From an optimization exercise on the open Yosys and OpenROAD flow, aimed at small area; shortcuts taken in it are not production practice. In this exercise RTL edits were held to simulation tests only and were not proved equivalent to the original. Power figures rest on the tool's default switching activity, not on a simulated workload.

### flow/run.sh
#!/bin/bash
# synth_recipe.tcl (not shown) runs the flow's synth.tcl, then flattens the netlist and writes it again
# the make line also repeats each setting of config.mk as NAME=value (left out here)
make -C /OpenROAD-flow-scripts/flow DESIGN_CONFIG=/design/flow/config.mk WORK_HOME=/design/flow/orfs CLKGATE_MAP_FILE= SYNTH_SCRIPT=/design/flow/synth_recipe.tcl finish
### flow/config.mk
export PLATFORM = sky130hd
export DESIGN_NAME = dcf77_clock_top
export DESIGN_NICKNAME = dcf77_clock_top
export VERILOG_FILES = /design/flow/design.v
export SDC_FILE = /design/flow/constraint.sdc
export NUM_CORES = 4
export LEC_CHECK = 0
export CAP_MARGIN = 20
export CORE_MARGIN = 2
export CORE_UTILIZATION = 40
export SLEW_MARGIN = 20
### flow/constraint.sdc
create_clock -name core_clock -period 10.0 [get_ports {clk}]
set_input_delay 2.0000 -clock core_clock [delete_from_list [all_inputs] [get_ports {clk}]]
set_output_delay 2.0000 -clock core_clock [all_outputs]
set_load 0.01 [all_outputs]
### flow/design.v
module sync_reset(input        clk,     
		  input        key,     
		  output logic reset);  
   logic [1:2] reset_s;  
   always_ff @(posedge clk or negedge key)
     if(!key)
       {reset_s,reset}<='1;
     else
       {reset_s,reset}<={1'b0,reset_s};
endmodule
module clk_en #(parameter integer DIV=24)    
  (input        reset,    
   input        clk,      
   output logic clk_en);  
   logic [$clog2(DIV)-1:0] count_10ms;  
   always_ff @(posedge clk)
     if(reset)
       count_10ms<='0;
     else if(clk_en)
       count_10ms<='0;
     else
       count_10ms<=count_10ms+1'b1;
   always_comb
     clk_en=(count_10ms==DIV-1);
endmodule
module dcf77(input               reset,        
	     input               clk,          
	     input               clk_en,       
	     input               rx,           
	     output logic [58:0] data_hold,    
	     output logic        error,        
	     output logic        sync,         
	     output logic [7:0]  minute,       
	     output logic [7:0]  hour,         
	     output logic [7:0]  day,          
	     output logic [2:0]  day_of_week,  
	     output logic [7:0]  month,        
	     output logic [7:0]  year);        
   logic [58:0] data_shift;            
   logic        valid,data_valid;      
   always_comb
     begin:intrface
	minute     ={1'b0,data_hold[27:21]};
	hour       ={2'b0,data_hold[34:29]};
	day        ={2'b0,data_hold[41:36]};
	day_of_week=      data_hold[44:42];
	month      ={3'b0,data_hold[49:45]};
	year       =      data_hold[57:50];
     end:intrface
   logic [0:3]  rx_s;                 
   logic [0:1]  rx_d;                 
   logic [4:0]  counter_pulse;        
   logic        d;                    
   logic        shift_en;             
   logic [7:0]  counter_start1;       
   logic [7:0]  counter_start2;
   logic        start;                
   always_ff @(posedge clk)
     begin:main
	if(reset)
	  begin
	     rx_s            <='0;
	     rx_d            <='0;
	     counter_pulse   <='0;
	     d               <='0;
	     shift_en        <='0;
	     counter_start1  <='0;
	     counter_start2  <='0;
	     start           <='0;
	     data_shift      <='0;
	     data_hold       <='0;
	     error           <='1;
	     data_valid      <='0;
	  end
	else if(clk_en)
	  begin
	     rx_s<={rx,rx_s[0:2]};
	     rx_d[0]<=(rx_s[1] && rx_s[2]) || (rx_s[2] && rx_s[3]) || (rx_s[1] && rx_s[3]);
	     rx_d[1]<=rx_d[0];
	     shift_en<=1'b0;
	     if(rx_d==2'b11)  
	       counter_pulse<=counter_pulse+5'd1;
	     else if(rx_d==2'b01)  
	       begin
		  d<=(counter_pulse<5'd15)?1'b0:1'b1;  
		  shift_en<=1'b1;
		  counter_pulse<=5'd0;
	       end
	     counter_start1<=counter_start1+8'd1;
	     start<=1'b0;
	     if(rx_d==2'b10)  
	       begin
		  start<=(counter_start1-counter_start2)>8'd150;  
		  counter_start2<=counter_start1;
	       end
	     if(shift_en)
	       data_shift<={d,data_shift[58:1]};
	     data_valid<=1'b0;
	     if(start)
	       begin
		  data_hold<=data_shift;
		  error<=!valid;
		  data_valid<=valid;
	       end
	  end
     end:main
   always_comb sync=data_valid & clk_en;
   logic p1,p2,p3;                    
   logic start_of_minute,             
	 start_of_encoding_times,
	 minutes,hours,day_of_month,
	 day_of_week_ok,month_ok,year_ok;
   always_comb
     begin:validy_check
	p1=~^data_shift[28:21];  
	p2=~^data_shift[35:29];  
	p3=~^data_shift[58:36];  
	start_of_minute=!data_shift[0];
	start_of_encoding_times=data_shift[20];
	minutes       =(data_shift[27:25]<6 && data_shift[24:21]<10);
	hours         =(data_shift[34:33]<3 && data_shift[32:29]<10 && !(data_shift[34:33]==2 && data_shift[32:29]>3));
	day_of_month  =(data_shift[39:36]<10 && !(data_shift[41:40]==3 && data_shift[39:36]>1));
	day_of_week_ok=(data_shift[44:42]>0 && {1'b0,data_shift[44:42]}<8);
	month_ok      =(data_shift[48:45]<10 && !(data_shift[49]==1 && data_shift[48:45]>2));
	year_ok       =(data_shift[57:54]<10 && data_shift[53:50]<10);
	valid=(p1 && p2 && p3 &&
	       start_of_minute && start_of_encoding_times &&
	       minutes && hours &&
	       day_of_month && day_of_week_ok &&
	       month_ok && year_ok);
     end:validy_check
endmodule
module clock(input        reset,       
	     input        clk,         
	     input        clk_en,      
	     input        dcf77_sync,  
	     input  [1:0][3:0]  dcf77_year,
	     input  [1:0][3:0]  dcf77_month,
	     input  [1:0][3:0]  dcf77_day,
	     input  [2:0]       dcf77_day_of_week,
	     input  [1:0][3:0]  dcf77_hour,
	     input  [1:0][3:0]  dcf77_minute,
	     output logic [1:0][3:0] year,
	     output logic [1:0][3:0] month,
	     output logic [1:0][3:0] day,
	     output logic [1:0][3:0] hour,
	     output logic [1:0][3:0] minute,
	     output logic [1:0][3:0] second,
	     output logic [2:0]      day_of_week);
   logic [6:0] counter;
   logic january,february,march,april,may,june,july,august,september,october,november,december,
	leap_year,month_has_28_days,month_has_29_days,month_has_30_days,month_has_31_days,
	last_tick,last_second,last_minute,last_hour,last_day,last_month,last_year;
   always_comb
     begin:flags
		  january  =month[1]==4'd0 && month[0]==4'd1;
		  february =month[1]==4'd0 && month[0]==4'd2;
		  march    =month[1]==4'd0 && month[0]==4'd3;
		  april    =month[1]==4'd0 && month[0]==4'd4;
		  may      =month[1]==4'd0 && month[0]==4'd5;
		  june     =month[1]==4'd0 && month[0]==4'd6;
		  july     =month[1]==4'd0 && month[0]==4'd7;
		  august   =month[1]==4'd0 && month[0]==4'd8;
		  september=month[1]==4'd0 && month[0]==4'd9;
		  october  =month[1]==4'd1 && month[0]==4'd0;
		  november =month[1]==4'd1 && month[0]==4'd1;
		  december =month[1]==4'd1 && month[0]==4'd2;
		  leap_year=(year[1]==4'd0 && year[0]==4'd4) ||
			    (year[1]==4'd0 && year[0]==4'd8) ||
			    (year[1]==4'd1 && year[0]==4'd2) ||
			    (year[1]==4'd1 && year[0]==4'd6) ||
			    (year[1]==4'd2 && year[0]==4'd0) ||
			    (year[1]==4'd2 && year[0]==4'd4) ||
			    (year[1]==4'd2 && year[0]==4'd8) ||
			    (year[1]==4'd3 && year[0]==4'd2) ||
			    (year[1]==4'd3 && year[0]==4'd6) ||
			    (year[1]==4'd4 && year[0]==4'd0) ||
			    (year[1]==4'd4 && year[0]==4'd4) ||
			    (year[1]==4'd4 && year[0]==4'd8) ||
			    (year[1]==4'd5 && year[0]==4'd2) ||
			    (year[1]==4'd5 && year[0]==4'd6) ||
			    (year[1]==4'd6 && year[0]==4'd0) ||
			    (year[1]==4'd6 && year[0]==4'd4) ||
			    (year[1]==4'd6 && year[0]==4'd8) ||
			    (year[1]==4'd7 && year[0]==4'd2) ||
			    (year[1]==4'd7 && year[0]==4'd6) ||
			    (year[1]==4'd8 && year[0]==4'd0) ||
			    (year[1]==4'd8 && year[0]==4'd4) ||
			    (year[1]==4'd8 && year[0]==4'd8) ||
			    (year[1]==4'd9 && year[0]==4'd2) ||
			    (year[1]==4'd9 && year[0]==4'd6);
		  month_has_28_days=february && !leap_year;
		  month_has_29_days=february && leap_year;
		  month_has_30_days=april || june || september || november;
		  month_has_31_days=january || march || may || july || august || october || december;
		  last_tick  =counter==7'd99;
		  last_second=second[1]==4'd5 && second[0]==4'd9;
		  last_minute=minute[1]==4'd5 && minute[0]==4'd9;
		  last_hour  =  hour[1]==4'd2 && hour[0]==4'd3;
		  last_day   =(month_has_28_days && day[1]==4'd2 && day[0]==4'd8) ||
			      (month_has_29_days && day[1]==4'd2 && day[0]==4'd9) ||
			      (month_has_30_days && day[1]==4'd3 && day[0]==4'd0) ||
			      (month_has_31_days && day[1]==4'd3 && day[0]==4'd1);
		  last_month = month[1]==4'd1 && month[0]==4'd2;
		  last_year  =  year[1]==4'd9 &&  year[0]==4'd9;
     end:flags
   always_ff @(posedge clk)
     begin:main
	if(reset)
	  begin
	     counter    <='0;
	     year       <='0;
	     month      <={4'd0,4'd1};
	     day        <={4'd0,4'd1};
	     day_of_week<=3'd1;
	     hour       <='0;
	     minute     <='0;
	     second     <='0;
	  end
	else if(clk_en)
	  begin
	     if(dcf77_sync)
	       begin
		  counter    <=7'd7;  
		  year       <=dcf77_year;
		  month      <=dcf77_month;
		  day        <=dcf77_day;
		  day_of_week<=dcf77_day_of_week;
		  hour       <=dcf77_hour;
		  minute     <=dcf77_minute;
		  second     <='0;
	       end
	     else
	       begin
		  if(last_tick)
		    counter<=7'd0;
		  else
		    counter<=counter+7'd1;
		  if(last_tick)
		    begin:count_seconds
		       second[0]<=second[0]+4'd1;
		       if(second[0]==4'd9)
			 begin
			    second[0]<=4'd0;
			    second[1]<=second[1]+4'd1;
			 end
		       if(last_second)
			 second[1]<=4'd0;
		       if(last_second)
			 begin:count_minutes
			    minute[0]<=minute[0]+4'd1;
			    if(minute[0]==4'd9)
			      begin
				 minute[0]<=4'd0;
				 minute[1]<=minute[1]+4'd1;
			      end
			    if(last_minute)
			      minute[1]<=4'd0;
			 end:count_minutes
		       if(last_minute && last_second)
			 begin:count_hours
			    hour[0]<=hour[0]+4'd1;
			    if(hour[0]==4'd9)
			      begin
				 hour[0]<=4'd0;
				 hour[1]<=hour[1]+4'd1;
			      end
			    if(last_hour)
			      begin
				 hour[0]<=4'd0;
				 hour[1]<=4'd0;
			      end
			 end:count_hours
		       if(last_hour && last_minute && last_second)
			 begin:count_days
			    day_of_week<=day_of_week+3'd1;
			    day[0]<=day[0]+4'd1;
			    if(day_of_week==3'd7)
			      day_of_week<=3'd1;
			    if(day[0]==4'd9)
			      begin
				 day[0]<=4'd0;
				 day[1]<=day[1]+4'd1;
			      end
			    if(last_day)
			      begin
				 day[0]<=4'd1;
				 day[1]<=4'd0;
			      end
			 end:count_days
		       if(last_day && last_hour && last_minute && last_second)
			 begin:count_months
			    month[0]<=month[0]+4'd1;
			    if(month[0]==4'd9)
			      begin
				 month[0]<=4'd0;
				 month[1]<=month[1]+4'd1;
			      end
			    if(last_month)
			      begin
				 month[0]<=4'd1;
				 month[1]<=4'd0;
			      end
			 end:count_months
		       if(last_month && last_day && last_hour && last_minute && last_second)
			 begin:count_years
			    year[0]<=year[0]+4'd1;
			    if(year[0]==4'd9)
			      begin
				 year[0]<=4'd0;
				 year[1]<=year[1]+4'd1;
			      end
			    if(last_year)
			      year[1]<=4'd0;
			 end:count_years
		    end:count_seconds
	       end
	  end
     end:main
endmodule
module display_decoder(input        [2:0]       SW,           
		       input        [1:0][3:0]  year,
		       input        [1:0][3:0]  month,
		       input        [1:0][3:0]  day,
		       input        [1:0][3:0]  hour,
		       input        [1:0][3:0]  minute,
		       input        [1:0][3:0]  second,
		       input        [2:0]       day_of_week,
		       output logic [6:0]  HEX0,   
		       output logic [6:0]  HEX1,   
		       output logic [6:0]  HEX2,   
		       output logic [6:0]  HEX3);  
   always_comb
     if(SW[0])
       begin
	  HEX3=~7'b0;
	  HEX2=~7'b0;
	  HEX1=bcd_digit(second[1]);
	  HEX0=bcd_digit(second[0]);
       end
     else if(SW[1])
       begin
	  {HEX3,HEX2}=week_day_chars(day_of_week);
	  HEX1=bcd_digit(day[1]);
	  HEX0=bcd_digit(day[0]);
       end
     else if(SW[2])
       begin
	  HEX3=bcd_digit(year[1]);
	  HEX2=bcd_digit(year[0]);
	  HEX1=bcd_digit(month[1]);
	  HEX0=bcd_digit(month[0]);
       end
     else
       begin
	  HEX3=bcd_digit(hour[1]);
	  HEX2=bcd_digit(hour[0]);
	  HEX1=bcd_digit(minute[1]);
	  HEX0=bcd_digit(minute[0]);
       end
   function [6:0] bcd_digit(input [3:0] i);
      case(i)               
	4'h0:    bcd_digit=~7'b0111111;   
	4'h1:    bcd_digit=~7'b0000110;   
	4'h2:    bcd_digit=~7'b1011011;   
	4'h3:    bcd_digit=~7'b1001111;   
	4'h4:    bcd_digit=~7'b1100110;   
	4'h5:    bcd_digit=~7'b1101101;   
	4'h6:    bcd_digit=~7'b1111101;   
	4'h7:    bcd_digit=~7'b0000111;   
	4'h8:    bcd_digit=~7'b1111111;   
	4'h9:    bcd_digit=~7'b1101111;   
	4'ha:    bcd_digit=~7'b1110111;   
	4'hb:    bcd_digit=~7'b1111100;   
	4'hc:    bcd_digit=~7'b0111001;   
	4'hd:    bcd_digit=~7'b1011110;   
	4'he:    bcd_digit=~7'b1111001;   
	default: bcd_digit=~7'b1110001;   
      endcase
   endfunction
   function [13:0] week_day_chars(input [2:0] i);
      case(i)               
	3'd0:    week_day_chars=~14'b1000000_1000000;   
	3'd1:    week_day_chars=~14'b0110111_1011100;   
	3'd2:    week_day_chars=~14'b1111000_0011100;   
	3'd3:    week_day_chars=~14'b0111110_1111001;   
	3'd4:    week_day_chars=~14'b1111000_1110100;   
	3'd5:    week_day_chars=~14'b1110001_1010000;   
	3'd6:    week_day_chars=~14'b1101101_1110111;   
	default: week_day_chars=~14'b1101101_1011100;   
      endcase
   endfunction
endmodule
module dcf77_clock_top(input        clk,       
		       input        key_n,     
		       input        rx,        
		       input  [2:0] sw_disp,   
		       input        sw_fast,   
		       input        sw_sync,   
		       output [6:0] hex0,      
		       output [6:0] hex1,      
		       output [6:0] hex2,      
		       output [6:0] hex3,      
		       output       led_error, 
		       output       led_rx);   
   wire reset;
   wire clk_en_10ms;
   wire dcf77_error;
   wire dcf77_sync;
   logic clock_clk_en;
   logic clock_dcf77_sync;
   wire [1:0][3:0] dcf77_year,dcf77_month,dcf77_day,dcf77_hour,dcf77_minute;
   wire [2:0]      dcf77_day_of_week;
   wire [1:0][3:0] clock_year,clock_month,clock_day,clock_hour,clock_minute,clock_second;
   wire [2:0]      clock_day_of_week;
   assign led_error=dcf77_error;
   assign led_rx   =rx;
   sync_reset sync_reset(.clk(clk),.key(key_n),.reset(reset));
   clk_en clk_en(.reset(reset),.clk(clk),.clk_en(clk_en_10ms));
   dcf77 dcf77(.reset(reset),.clk(clk),.clk_en(clk_en_10ms),
	       .rx(rx),
	       .data_hold( ),
	       .error(dcf77_error),.sync(dcf77_sync),
	       .minute(dcf77_minute),.hour(dcf77_hour),.day(dcf77_day),
	       .day_of_week(dcf77_day_of_week),.month(dcf77_month),.year(dcf77_year));
   clock clock(.reset(reset),.clk(clk),.clk_en(clock_clk_en),
	       .dcf77_sync(clock_dcf77_sync),
	       .dcf77_year(dcf77_year),.dcf77_month(dcf77_month),.dcf77_day(dcf77_day),
	       .dcf77_day_of_week(dcf77_day_of_week),.dcf77_hour(dcf77_hour),.dcf77_minute(dcf77_minute),
	       .year(clock_year),.month(clock_month),.day(clock_day),.hour(clock_hour),
	       .minute(clock_minute),.second(clock_second),.day_of_week(clock_day_of_week));
   display_decoder display_decoder(.SW(sw_disp),
				   .year(clock_year),.month(clock_month),.day(clock_day),
				   .hour(clock_hour),.minute(clock_minute),.second(clock_second),
				   .day_of_week(clock_day_of_week),
				   .HEX0(hex0),.HEX1(hex1),.HEX2(hex2),.HEX3(hex3));
   always_comb
     begin
	clock_clk_en     = clk_en_10ms | sw_fast;
	clock_dcf77_sync = dcf77_sync  & sw_sync;
     end
endmodule
==> notes.md <==
[how the worst min path moves through the flow]
stage,cells after the start,from,slack [ps],end
final,0,sync_reset.reset_s[2]$_DFF_PN1_,360,sync_reset.reset$_DFF_PN1_
after global routing,0,sync_reset.reset_s[1]$_DFF_PN1_,360,sync_reset.reset_s[2]$_DFF_PN1_
after CTS,0,sync_reset.reset_s[2]$_DFF_PN1_,360,sync_reset.reset$_DFF_PN1_
after detailed placement,0,sync_reset.reset_s[2]$_DFF_PN1_,350,sync_reset.reset$_DFF_PN1_
after global placement,0,sync_reset.reset_s[1]$_DFF_PN1_,350,sync_reset.reset_s[2]$_DFF_PN1_
after floorplan,0,sync_reset.reset_s[2]$_DFF_PN1_,350,sync_reset.reset$_DFF_PN1_
[final cells by class]
type	instances	area share, %
clock buffer	44	5.41
clock inverter	10	0.998
inverter	98	2.18
multi-input combinational	1345	51.9
sequential	276	32.8
tap	511	3.78
timing repair buffer	54	2.93
[cell usage in the layout (no fill, tap or decap), types with 16 or more instances in the layout]
cell	netlist	final
o21ai_0	71	71
inv_1	95	95
nor3_1	32	32
nand2_1	304	303
ha_1	123	123
mux2i_1	62	62
buf_4	2	16
or3_1	16	16
xnor2_1	41	41
dfxtp_1	273	273
nand2b_1	19	19
a211oi_1	32	32
nand3_1	33	33
nor2_1	127	126
clkdlybuf4s50_1	0	35
a21oi_1	168	168
clkbuf_16	0	31
o22ai_1	24	24
xor2_1	26	26
[worst max-delay path, cell delays in order]
cell and delay, ps:
buf_2 660, o21ai_0 530, nor4b_1 390, o21bai_1 100, clkdlybuf4s50_1 490
[metrics by stage]
| step | power (uW) | instances | worst slack (ps) |
|---|---|---|---|
| finish | 2370 | 2338 | 3830 |
| global route | 2440 | 2338 | 3640 |
| CTS | 2400 | 2337 | 3830 |
| detailed placement | 1200 | 2283 | 3540 |
| global placement | 1200 | 2283 | 3660 |
| floorplan | 1170 | 1816 | 4630 |
[per-layer routing]
layer  track usage [%]  vias up
met3              1.86       41
met5                 0        -
li1                  -     6286
met1              23.9     5741
met2              30.6      183
met4              4.62        0
[cell families after synthesis]
family                     synth area share, %
DFF                                       36.8
AOI/OAI and AO/OA                         18.5
and+or+nand+nor                           19.6
buffers and inverters                     5.02
xor gates and xnor gates                  3.90
muxes                                     5.88
adders and majority gates                 10.3
other                                   0.0249
[report_power, final]
group	leakage, uW	internal (uW)	switching (uW)	total (uW)
Sequential	0.00223	1110	3.97	1110
Clock	0.000538	735	454	1190
Combinational	0.00365	25.6	41.1	66.7
Total	0.00642	1870	499	2370
==> out/qor.yml <==
cells_and_area:
  regArea_um2: 5550
  fill_cells: 3659
  stdcell_area_um2: 16900
  drive_above_1_share_pct: 6.68
  fin_util_pct: 45.2
  fin_nets: 1938
  multiInputGateArea_um2: 8780
  antenna_cells: 0
  areaGrowthSynthToFinish_pct: 12.3
route:
  routed_wl_um: 35100
  routed_via_density: 5.24
  drc: 0
  wl_met3_um: 1170
  wl_met2_um: 16400
  dr.max_layer_used: "met4"
  ant_nets: 0
  wl_per_cell_um: 15.0
  drtIter0Drc: 769
  vias: 12300
  met1_length_um: 16900
  dr.pass1.iters: 5
power_and_ir_drop:
  peakVddDrop_mv: 0.0925
  power.leakage_uw: 0.00642
  power_density_nw_per_um2: 140
global_routing:
  grt.total_usage_pct: 17.8
  grt_overflow: 0
  grt_pass1_vias: 11500
  grt_first_pass_wirelength_um: 57900
  antenna_found_initial: 0
  grt_max_degree: 79
run_status:
  status: "complete, no violations"
flow_run:
  maxCapViolations: 0
worst_setup_path:
  setup.worst_path.start: "sw_disp[1]"
  arrival_ps: 4170
  r2r_cells: 11
  cp_max_fo: 50
  worstSetupPathType: "input pin to output pin"
  r2r-start: "clock.counter[5]$_SDFFE_PP0N_"
  crit_path_end_kind: "output pin"
  r2r_slack_ps: 4980
  required_ps: 8000
  cp-endpoint: "hex3[1]"
  worst_setup_path_start_kind: "input pin"
die:
  die_w_um: 198
  start_util_pct: 40.3
  ioPinCount: 38
  core_area_um2: 37400
  rows: 71
  dieHeight_um: 198
  die_area_um2: 39200
synthesis:
  yosysWarnings: 6
  ys_ff_latch: 276
  avgSynthCellArea_um2: 8.30
  ys.flop_type: "dfxtp_1"
  syn-num-nets: 1948
  ys_top_cells_by_count: "nand2_1 (304), dfxtp_1 (273), a21oi_1 (168), nor2_1 (127), ha_1 (123)"
  syn_area_um2: 15100
  syn-instance-count: 1816
  synth_most_common_cell: "nand2_1"
  synth-edff-count: 0
  yosys.area.top_type_share_pct: 36.3
  seq_area_frac_synth_pct: 36.8
  synthDistinctLibCells: 96
  yosys-top-cells-area: "dfxtp_1 (36%), ha_1 (10%), nand2_1 (7.6%)"
  synth_top_cell_by_area: "dfxtp_1"
  ys_async_sr_fraction_pct: 1.09
timing:
  finalCritPeriodShare_pct: 61.7
  max_freq_mhz: 162
  fin_tns_setup_ps: 0
  slew_viol_final: 0
  skew_ps: 16.1
  relSlewSlack_pct: 27.7
  hold_violations: 0
  rsz0062_at_grt: "no"
  setup_violations: 0
  worst_slew_pin_slew_ps: 1090
  worst_hold_slack_ps: 356
  min_period_ps: 6170
cts:
  postCtsSetupRepairBufs: 0
  cts_buffers: 31
  cts_tree: "built"
  hold_buffers: 0
  h-tree-depth: 1
  cts_buffer_depth: 3
  cts-root-buf: "clkbuf_16"
  cts.sinks: 276
  insertion_delay_ps: 570
  cts.clk_slew.worst_paths_ps: 60
  ctsResizeCount: 0
place:
  place_area_um2: 15800
  numPortBuffers: 37
  hpwlAfterDp_um: 24500
  gp_congestion: 0.864
hold_path:
  hold_class: "flop to flop"

-- separate check: timing with driven ports --
No port has a modelled driver above. Below, the same layout with a new extraction and two added sets of constraints. Step 1 assumes that a clkbuf_16 drives the clock port and a buf_2 every other input. Step 2 moves the port delays by t, midway between the first and last clock arrival at a register: inputs arrive t later, outputs are due t later. That takes back most of the time a late clock gives input paths. a / b / c = ideal ports / drivers / drivers and shift; a / b = the first two.
t (ns): 0.612
setup WS [ns]: 3.830 / 3.806 / 3.511
slew at the worst register clock pin (ns): 0.06 / 0.06
worst data-port slew with drivers (ns): 0.05
cell pins on the clock port's net: 1
After both steps setup and hold are still met in this run. For this run, drivers alone change the setup slack by -0.024 ns; drivers and shift together by -0.319 ns.
